This design comes from an exercise in tuning for small area, a short achievable clock period and few clock cycles per item on the open sky130 flow, not from production work.
Only simulation tests tie the RTL to the original design; equivalence was not proved.
Power is estimated from default activity; no workload was simulated.

## harbor
## cordicTanh
module cordicTanh(z0, clk, rst, out, flag);
	input wire clk, rst;
	input wire signed [15:0] z0;
	output wire signed [15:0] out;
	output reg flag;
	reg ld;                      
	reg rot;                     
	reg half;                    
	reg [3:0] sh;                
	reg signed [14:0] z;         
	reg signed [14:0] y;
	reg [13:0] x;                
	wire ext = z0[15] ^ z0[14];            
	wire div = ~(ld | rot | flag);
	wire rot_end = rot & half & (sh == 4'd13);
	wire s = rot ? z[14] : ~y[14];
	wire [13:1] d;
	genvar n;
	generate
		for (n = 1; n <= 13; n = n + 1) begin : dec
			assign d[n] = (sh == n);
		end
	endgenerate
	wire [14:0] K;
	assign K[14:12] = 3'b000;
	assign K[11] = d[1];
	assign K[10] = d[2];
	assign K[9]  = d[3];
	assign K[8]  = d[4];
	assign K[7]  = d[5] | (rot & d[1]);
	assign K[6]  = d[6] | (rot & d[1]);
	assign K[5]  = d[7];
	assign K[4]  = d[8] | (rot & d[2]);
	assign K[3]  = d[9] | (rot & d[1]);
	assign K[2]  = d[10] | (rot & d[2]);
	assign K[1]  = d[11] | (rot & (d[1] | d[2] | d[3])) | (~rot & d[12] & (z[14] ^ y[14]));
	assign K[0]  = rot & (d[3] | d[12] | d[13]);
	wire [13:0] xs = x >> sh;
	wire signed [14:0] ys = y >>> sh;
	wire [14:0] zn, yn;
	wire [13:0] xn;
	addsub #(15, 2) uz(z, K, ~s, zn);
	addsub #(15, 2) uy(y, {1'b0, xs}, s, yn);
	addsub #(14, 2) ux(x, ys[13:0] & {14{rot}}, s, xn);    
	always @(posedge clk) begin
		if (rst) begin
			ld <= 1'b1;
			rot <= 1'b0;
			flag <= 1'b0;
		end else begin
			ld <= flag;
			rot <= (ld & ~ext) | (rot & ~rot_end);
			flag <= (ld & ext) | (div & (sh == 4'd12));
		end
	end
	always @(posedge clk) begin
		half <= rot & ~half;
		if (ld | rot_end)
			sh <= 4'd1;
  ...
Size in the first run: about 750 cells after synthesis, about 52 flip-flops, ~5000 um^2 of cells after synthesis.
clock: 10.0 ns
lec_check: 0
abc_area: 1
cap_margin: 70
core_margin: 2
core_utilization: 45
cts_cluster_diameter: 300
cts_cluster_size: 64
slew_margin: 70
tns_end_percent: 5
standard.sh (not shown) runs the stock make flow with config.mk's settings and CLKGATE_MAP_FILE= SYNTH_SCRIPT=/design/flow/synth_recipe.tcl, a recipe that flattens the netlist after the stock synthesis.
==> flow/flow/run.sh <==
#!/bin/bash
# Standard synthesis, then the standard layout steps with repair_timing
# asked for a larger setup margin and plain buffers on the ports (the SDC
# and clock period are unchanged).
set -eo pipefail
bash standard.sh synth > synth.log 2>&1
bash standard.sh SETUP_SLACK_MARGIN=7 "BUFFER_PORTS_ARGS=-buffer_cell sky130_fd_sc_hd__buf_1" finish > layout.log 2>&1
Having completed the whole flow, harbor delivered a layout that passed the timing, DRC and antenna checks.
Testbench counts of harbor, summed over its fixed seeds: cycles 77,132, items 2,048.
diff inputs: harbor => xenon
- PLACE_DENSITY: unset -> 0.65
- CTS_CLUSTER_DIAMETER: 300 -> unset
- CORE_UTILIZATION: 45 -> 50
- CTS_CLUSTER_SIZE: 64 -> unset
--- a/flow/flow/run.sh
+++ b/flow/flow/run.sh
@@ -6,2 +6,2 @@
 bash standard.sh synth > synth.log 2>&1
-bash standard.sh SETUP_SLACK_MARGIN=7 "BUFFER_PORTS_ARGS=-buffer_cell sky130_fd_sc_hd__buf_1" finish > layout.log 2>&1
+bash standard.sh SETUP_SLACK_MARGIN=7.05 "BUFFER_PORTS_ARGS=-buffer_cell sky130_fd_sc_hd__buf_1" finish > layout.log 2>&1
Results
Lower row count among xenon and harbor: xenon
The launching element of the worst setup path comes out z[14] in one run and z[13] in the other, namely in xenon and harbor respectively.
Re part of the power in registers: xenon and harbor aren't equal, and the lower value belongs to xenon.
On time the worst path needs with I/O delays and setup, harbor loses to xenon.
[inputs] onyx vs xenon
- TNS_END_PERCENT now 100, was 5
--- a/flow/flow/run.sh
+++ b/flow/flow/run.sh
@@ -6,2 +6,2 @@
 bash standard.sh synth > synth.log 2>&1
-bash standard.sh SETUP_SLACK_MARGIN=7.05 "BUFFER_PORTS_ARGS=-buffer_cell sky130_fd_sc_hd__buf_1" finish > layout.log 2>&1
+bash standard.sh SETUP_SLACK_MARGIN=7 "BUFFER_PORTS_ARGS=-buffer_cell sky130_fd_sc_hd__buf_1" finish > layout.log 2>&1
==> comparison <==
- Comparing onyx with xenon, the clock skew came out essentially unchanged.
- xenon → onyx: die span in y has remained practically unchanged; overall power fell by about 1.9%; met1 global-route usage grew by 0.35 points; headroom to the max-slew limit shows an increase of 1.1 points.
- [onyx vs xenon] cell leakage power: lower in onyx
- Between xenon and onyx, summed area of non-filler cells in the final layout decreased.
- In onyx relative to xenon, area of combinational cells with multiple inputs had gone down slightly.
- Compared to xenon, onyx leaves more free space in the core.
- Against xenon, onyx reports a global-route wire length before repair that is higher.
What yarrow does differently from onyx at the input level:
- TNS_END_PERCENT: 100 -> 5
- CORE_UTILIZATION: 50 -> 65
- PLACE_DENSITY: 0.65 -> 0.85
Notes after the runs:
Count of clock-buffer cells in the layout delta (yarrow -> onyx): insignificant
Overall global routing resource usage: yarrow higher than onyx
yarrow and onyx ended up with nearly the same fraction of area in multi-input gates.
[yarrow vs onyx] largest vdd supply drop: higher in yarrow
Relative to onyx, the global routing usage on met2 of yarrow is higher by 14 points.
Comparing yarrow with onyx, the simple-gate area share of the yosys netlist came out essentially unchanged.
diff inputs: yarrow => lagoon
- a change of CORE_UTILIZATION from 65 to 50
- a change of PLACE_DENSITY from 0.85 to 0.65
==> notes.md <==
- lagoon ends up with lower area growth from synthesis to layout than yarrow does.
- Proportion of power drawn by combinational gates (higher): yarrow
- Number of buffers outside the clock class in the layout is higher on yarrow
- The final cell count in lagoon sits 22 above the value recorded for yarrow.
- Delta (lagoon minus yarrow): part of the cycle the worst path needs saw little to no change; total number of nets in the final design saw a decrease.

==> what the ideal ports hide <==
The results above use ideal ports. As a check the final layouts listed here were re-extracted and re-timed, cells and wires unchanged.
Step 1: set_driving_cell puts a clkbuf_16 on clk and a buf_2 on each other input, an assumption about the parent block.
Step 2 moves the port delays by t, midway between the first and last clock arrival at a register: inputs arrive t later, outputs are due t later. That takes back most of the time a late clock gives input paths.
Three values: ideal ports, drivers, drivers and shift; two values: the first two.
| run | shift t [ns] | setup slack, ns | worst setup path after step 2 |
|---|---|---|---|
| harbor | 0.372 | 7.047 / 7.013 / 7.062 | input to register |
| xenon | 0.351 | 7.084 / 7.050 / 7.100 | input to register |
| onyx | 0.354 | 7.082 / 7.045 / 7.104 | input to register |
| yarrow | 0.344 | 7.073 / 7.039 / 7.064 | input to register |
| lagoon | 0.356 | 7.084 / 7.050 / 7.104 | input to register |
After both steps every run listed still meets setup and hold. The setup slack of yarrow, which loses most, moves by -0.034 ns with the drivers and by -0.009 ns with both steps.
